What follows belongs to an exercise in optimizing a design on an open flow for small area and a short achievable clock period; a production flow would make more cautious choices. Function was checked by simulation only, so behaviour that the tests miss may differ from the original. No activity file was given, so power comes from the tool's default toggle rates.

==> flow/design.v (outline; a module is shown in full before it is edited, if it fits) <==
// module ALU: 2327 lines
module ALU (
    input             clk,
    input             rst,
    input             i_vld,
    input      [31:0] i_a,
    input      [31:0] i_b,
    input             opcode,
    output reg [31:0] o_res,
    output reg        o_res_vld,
    output reg        overflow
);
  // ...
==> flow/run.sh <==
#!/bin/bash
# synth_recipe.tcl (not shown) runs the flow's synth.tcl, then flattens the netlist and writes it again
# the make line also repeats each setting of config.mk as NAME=value (left out here)
make -C /OpenROAD-flow-scripts/flow DESIGN_CONFIG=/design/flow/config.mk WORK_HOME=/design/flow/orfs CLKGATE_MAP_FILE= SYNTH_SCRIPT=/design/flow/synth_recipe.tcl finish
==> flow/config.mk <==
export PLATFORM = sky130hd
export DESIGN_NAME = ALU
export DESIGN_NICKNAME = ALU
export VERILOG_FILES = /design/flow/design.v
export SDC_FILE = /design/flow/constraint.sdc
export NUM_CORES = 4
export LEC_CHECK = 0
export ABC_AREA = 1
export CAP_MARGIN = 20
export CORE_MARGIN = 2
export CORE_UTILIZATION = 40
export PLACE_DENSITY = 0.6
export SETUP_SLACK_MARGIN = 5
export SLEW_MARGIN = 20
==> flow/constraint.sdc <==
create_clock -name core_clock -period 9.0 [get_ports {clk}]
set_input_delay 1.8000 -clock core_clock [delete_from_list [all_inputs] [get_ports {clk}]]
set_output_delay 1.8000 -clock core_clock [all_outputs]
set_load 0.01 [all_outputs]
==> impl_results.md, run 1 <==
- Outcome: complete, no violations
- Power Total: 14.4 mW
- CTS tree: done
- Fin crit share: 0.439
- Worst Path Max Fanout: 22
- Area share of the largest cell type after synthesis: 0.233
- Critical path depth in cells: 12
- Synth warn: 1
- Buffer share of cell area: 0.0555
- Commonest cells post-synth: nand2_1 (611), inv_1 (525), dfxtp_1 (372)
- Distinct cell type count after synthesis: 68
- Initial antenna violation count: 2
- Pre-CTS WS: 4.32 ns
- Clock transition at path regs: 0.06 ns
- Final hold violation count: 0
- Layout clock area frac: 0.0419
- Mux cell area share after synthesis: 0.00200
- Setup TNS: 0 ns
- Leakage: 16.8 nW
- Pin count of the biggest net entering global routing: 79
- Largest register FFs: 127
- Max Cap Viol: 0
- Post-synthesis cell area: 31900 um^2
- Net Sw Frac: 0.511
- Count leader, synth: nand2_1
- Hold Path Class: flop to flop
- Fmax achieved: 253 MHz
- Multi-input gate area: 21700 um^2
- Vias per inst: 5.55
- Antenna diodes: 0
- Area of the die: 82000 um^2
- RR Endpoint: t2[27]
- Worst path slowest cell: fa_1
==> run 2, diff against run 1 <==
--- a/flow/config.mk
+++ b/flow/config.mk
@@ -11,2 +11,4 @@
 export CORE_UTILIZATION = 40
+export CTS_CLUSTER_DIAMETER = 100
+export CTS_CLUSTER_SIZE = 30
 export PLACE_DENSITY = 0.6
==> impl_results.md, run 2 <==
- Outcome: complete, no violations (unchanged)
- Area share of the largest cell type after synthesis: 0.233 (unchanged)
- Fmax achieved: 255 MHz (was 253 MHz)
- RSZ-0062 raised after global routing: true (was false)
- DR WL/cell: 21.2 um (was 21.1 um)
- Post-place instance area: 33800 um^2 (unchanged)
- DRC viols: 0 (unchanged)
- Hold Slack: 0.338 ns (was 0.321 ns)
- Num rows: 103 (unchanged)
- Clk root buf: clkbuf_16 (unchanged)
- CTS Buffer Depth: 3 (unchanged)
- Most used DFF post-synth: dfxtp_1 (unchanged)
- IO Port Bufs: 101 (unchanged)
- Comb pwr share: 0.719 (was 0.684)
- Syn_area_per_cell: 7.92 um^2 (unchanged)
- Synth area leader: dfxtp_1 (unchanged)
- Most frequent cells in the layout: nand2_1 (604), inv_1 (513), xor2_1 (369) (was nand2_1 (604), inv_1 (512), xor2_1 (369))
- ANT nets after route: 0 (unchanged)
- Setup TNS: 0 ns (unchanged)
- Maximum VDD drop: 0.000555 V (about the same)
- Clock Latency Late Sink: 0.60 ns (was 0.61 ns)
- Cells after Synth: 4027 (unchanged)
- Layout Nets: 4600 (was 4632)
- Clk_skew: 0.0247 ns (was 0.0240 ns)
- Initial antenna violation count: 1 (was 2)
- Initial core utilization: 0.404 (unchanged)
- Area of the die: 82000 um^2 (unchanged)
- Worst Path Max Fanout: 22 (unchanged)
- P_int: 6.49 mW (was 7.06 mW)
- Hold buffer count at CTS: 0 (unchanged)
- CP Class: flop to flop (unchanged)
- Clock power share: 0.086 (was 0.130)
- GR Overflow Total: 0 (unchanged)
- Total number of vias: 28608 (was 28698)
- DRT Pass-1 Iters: 7 (was 6)
- Dpl hpwl: 78400 um (unchanged)
- Die height: 286 um (unchanged)
- Commonest cells post-synth: nand2_1 (611), inv_1 (525), dfxtp_1 (372) (unchanged)
- Worst path arrival time: 4.39 ns (was 4.43 ns)
- Layout cells sized above 1: 0.0786 (was 0.0897)
- Net Sw Frac: 0.528 (was 0.511)
- Count leader, synth: nand2_1 (unchanged)
- FFs w/ async S/R, synth: 0.0106 (unchanged)
- Number of synthesized flops with an enable pin: 0 (unchanged)
- Worst path required time: 9.48 ns (about the same)
- Final std cells w/o fill: 5122 (was 5175)
- Hold Path Class: flop to flop (unchanged)
- Synthesis-to-layout area growth: 11.7% (was 14.1%)
- Die Width: 286 um (unchanged)
- Leakage: 16.3 nW (was 16.8 nW)
- Post-synthesis cell area: 31900 um^2 (unchanged)
- Register area share after synthesis: 0.237 (unchanged)
- Vias per inst: 5.59 (was 5.55)
- Worst-Margin Slew: 1.03 ns (about the same)
- Initial drt markers: 2883 (was 2728)
- Crit start category: flop (unchanged)
- Vias in the first global route: 28589 (was 28914)
- CTS tree: done (unchanged)
- First-pass GRT wire length: 167000 um (was 169000 um)
- Synthesis-stage register bit count: 376 (unchanged)
- Synth warn: 1 (unchanged)
- Pin count of the biggest net entering global routing: 79 (unchanged)
- H-tree depth: 1 (was 2)
- Power per cell area: 386 nW/um^2 (was 397 nW/um^2)
- Final hold violation count: 0 (unchanged)
- NetSw: 7.25 mW (was 7.39 mW)
- Max Cap Viol: 0 (unchanged)
- Post-route cell area: 35600 um^2 (was 36400 um^2)
- Min Tclk post-route: 3.92 ns (was 3.95 ns)
- Inserted Clock Buffers: 22 (was 44)
- Fin crit share: 0.435 (was 0.439)
- Slew margin rel.: 0.314 (was 0.315)
- Max Transition Viols Final: 0 (unchanged)
- Top Ports: 102 (unchanged)
- R2R setup slack: 5.08 ns (was 5.05 ns)
- Most common cell after layout, fill and taps aside: nand2_1 (unchanged)
- Clock sink count: 376 (unchanged)
- Placed Instances: 5032 (unchanged)
- Final GP Congestion: 0.930 (unchanged)
- Sequential power share: 0.195 (was 0.186)
- Gr usage total: 0.263 (was 0.267)
- Distinct cell type count after synthesis: 68 (unchanged)
- Setup Viol. Count Final: 0 (unchanged)
- Synth top area cells: dfxtp_1 (23%), fa_1 (16%), xor2_1 (10%), ha_1 (8.5%), nand2_1 (7.2%) (unchanged)
- Clock transition at path regs: 0.10 ns (was 0.06 ns)
- Antenna diodes: 0 (unchanged)
- Top reg by flops: t2 (unchanged)
- Syn_nets: 4568 (unchanged)
- Fill count: 7897 (was 7835)
- CP Capture Type: flop (unchanged)
- Total core area: 79000 um^2 (unchanged)
- Largest register FFs: 127 (unchanged)
- WL final: 108000 um (was 109000 um)
## run 2: kinds of logic after synthesis
group                      count (synthesis)  synth area share
xor gates and xnor gates                 409             0.112
muxes                                      6           0.00200
AOI/OAI and AO/OA                        761             0.143
adders and majority gates                473             0.246
and+or+nand+nor                         1224             0.165
DFF                                      376             0.237
buffers and inverters                    778            0.0952
## run 2: path summary, 6_finish.rpt
check,depth (start not counted),endpoint,start
setup / recovery,13,t2[115],b1[19]
setup reg to reg,13,t2[115],b1[19]
hold reg to reg,0,expm3[2],expm2[2]
hold / removal,0,expm3[2],expm2[2]
min in group asynchronous,2,vld1,rst
max in group asynchronous,2,o_res_vld,rst
## run 2: power groups by stage
| stage | Combinational [mW] | Clock (mW) | Sequential (mW) |
|---|---|---|---|
| 2_1_floorplan | 6.58 | 0 | 2.59 |
| 4_1_cts | 9.60 | 1.22 | 2.68 |
| 3_3_place_gp | 9.43 | 0 | 2.71 |
| 5_1_grt | 11.1 | 1.28 | 2.74 |
| 3_5_place_dp | 9.47 | 0 | 2.72 |
| 6_report | 9.88 | 1.18 | 2.68 |
## run 2: routing by layer
metal	track usage	share of wire	wire length, um
met4	0.135	0.063	6810
met5	0	0.00011	12
met1	0.332	0.40	43300
met3	0.0483	0.087	9410
met2	0.429	0.45	48900
## run 2: what timing repair did
| item | in CTS | in global routing |
|---|---|---|
| buffers inserted | 27 | 12 |
| resized for setup | 79 | 88 |
| setup endpoints to repair | 135 | 103 |
| cloned | 11 | 3 |
| pin swaps | 2 | 6 |
## run 2: metrics by stage
step	utilization	power [mW]	setup slack, ns
detailed placement	0.428	12.2	4.32
floorplan	-	9.18	5.28
CTS	0.445	13.5	5.00
global route	0.451	15.1	4.96
finish	0.451	13.7	5.08
global placement	0.428	12.1	4.39
## run 2: cell type report
| type | instances | area (um^2) | share of cell area |
|---|---|---|---|
| well taps | 1050 | 1310 | 0.0369 |
| inverters | 568 | 2210 | 0.0622 |
| repair buffers | 206 | 1960 | 0.0551 |
| clock buffers | 26 | 608 | 0.0171 |
| clock inverters | 11 | 175 | 0.00492 |
| flip-flops and latches | 376 | 7560 | 0.212 |
| multi-input cells | 2875 | 21700 | 0.610 |
| repair inverters | 10 | 72.6 | 0.00204 |
## run 2: worst max-delay path, cell delays in order (launching register included)
cell	delay (ns)
dfxtp_1	0.35
buf_12	0.17
nor2_1	0.42
nor2_4	0.14
clkinvlp_4	0.09
buf_4	0.26
o22ai_1	0.13
xor2_1	0.18
fa_1	0.49
inv_1	0.05
fa_1	0.46
fa_1	0.51
inv_1	0.05
fa_1	0.45

-- afterwards: timing with drivers on the ports --
The flow's constraints put no driver on any port. The routed layouts listed below were extracted and timed again, unchanged, in two steps. Step 1 (the two cells are an assumption about what drives the block):
set clk [get_ports {clk}]
set_driving_cell -lib_cell sky130_fd_sc_hd__clkbuf_16 $clk
set_driving_cell -lib_cell sky130_fd_sc_hd__buf_2 [delete_from_list [all_inputs] $clk]
Step 2 moves the port delays by t, midway between the first and last clock arrival at a register: inputs arrive t later, outputs are due t later. That takes back most of the time a late clock gives input paths. Three values: ideal ports, drivers, drivers and shift; two values: the first two.
run | t (ns) | setup WS [ns] | worst setup path at the end | worst register clock-pin slew, ns | cell pins on the clock port's net
run 1 | 0.663 | 5.053 / 5.053 / 5.053 | register to register | 0.07 / 0.07 | 1
run 2 | 0.646 | 5.084 / 5.084 / 5.084 | register to register | 0.12 / 0.12 | 1
After both steps setup and hold are still met in every run listed.
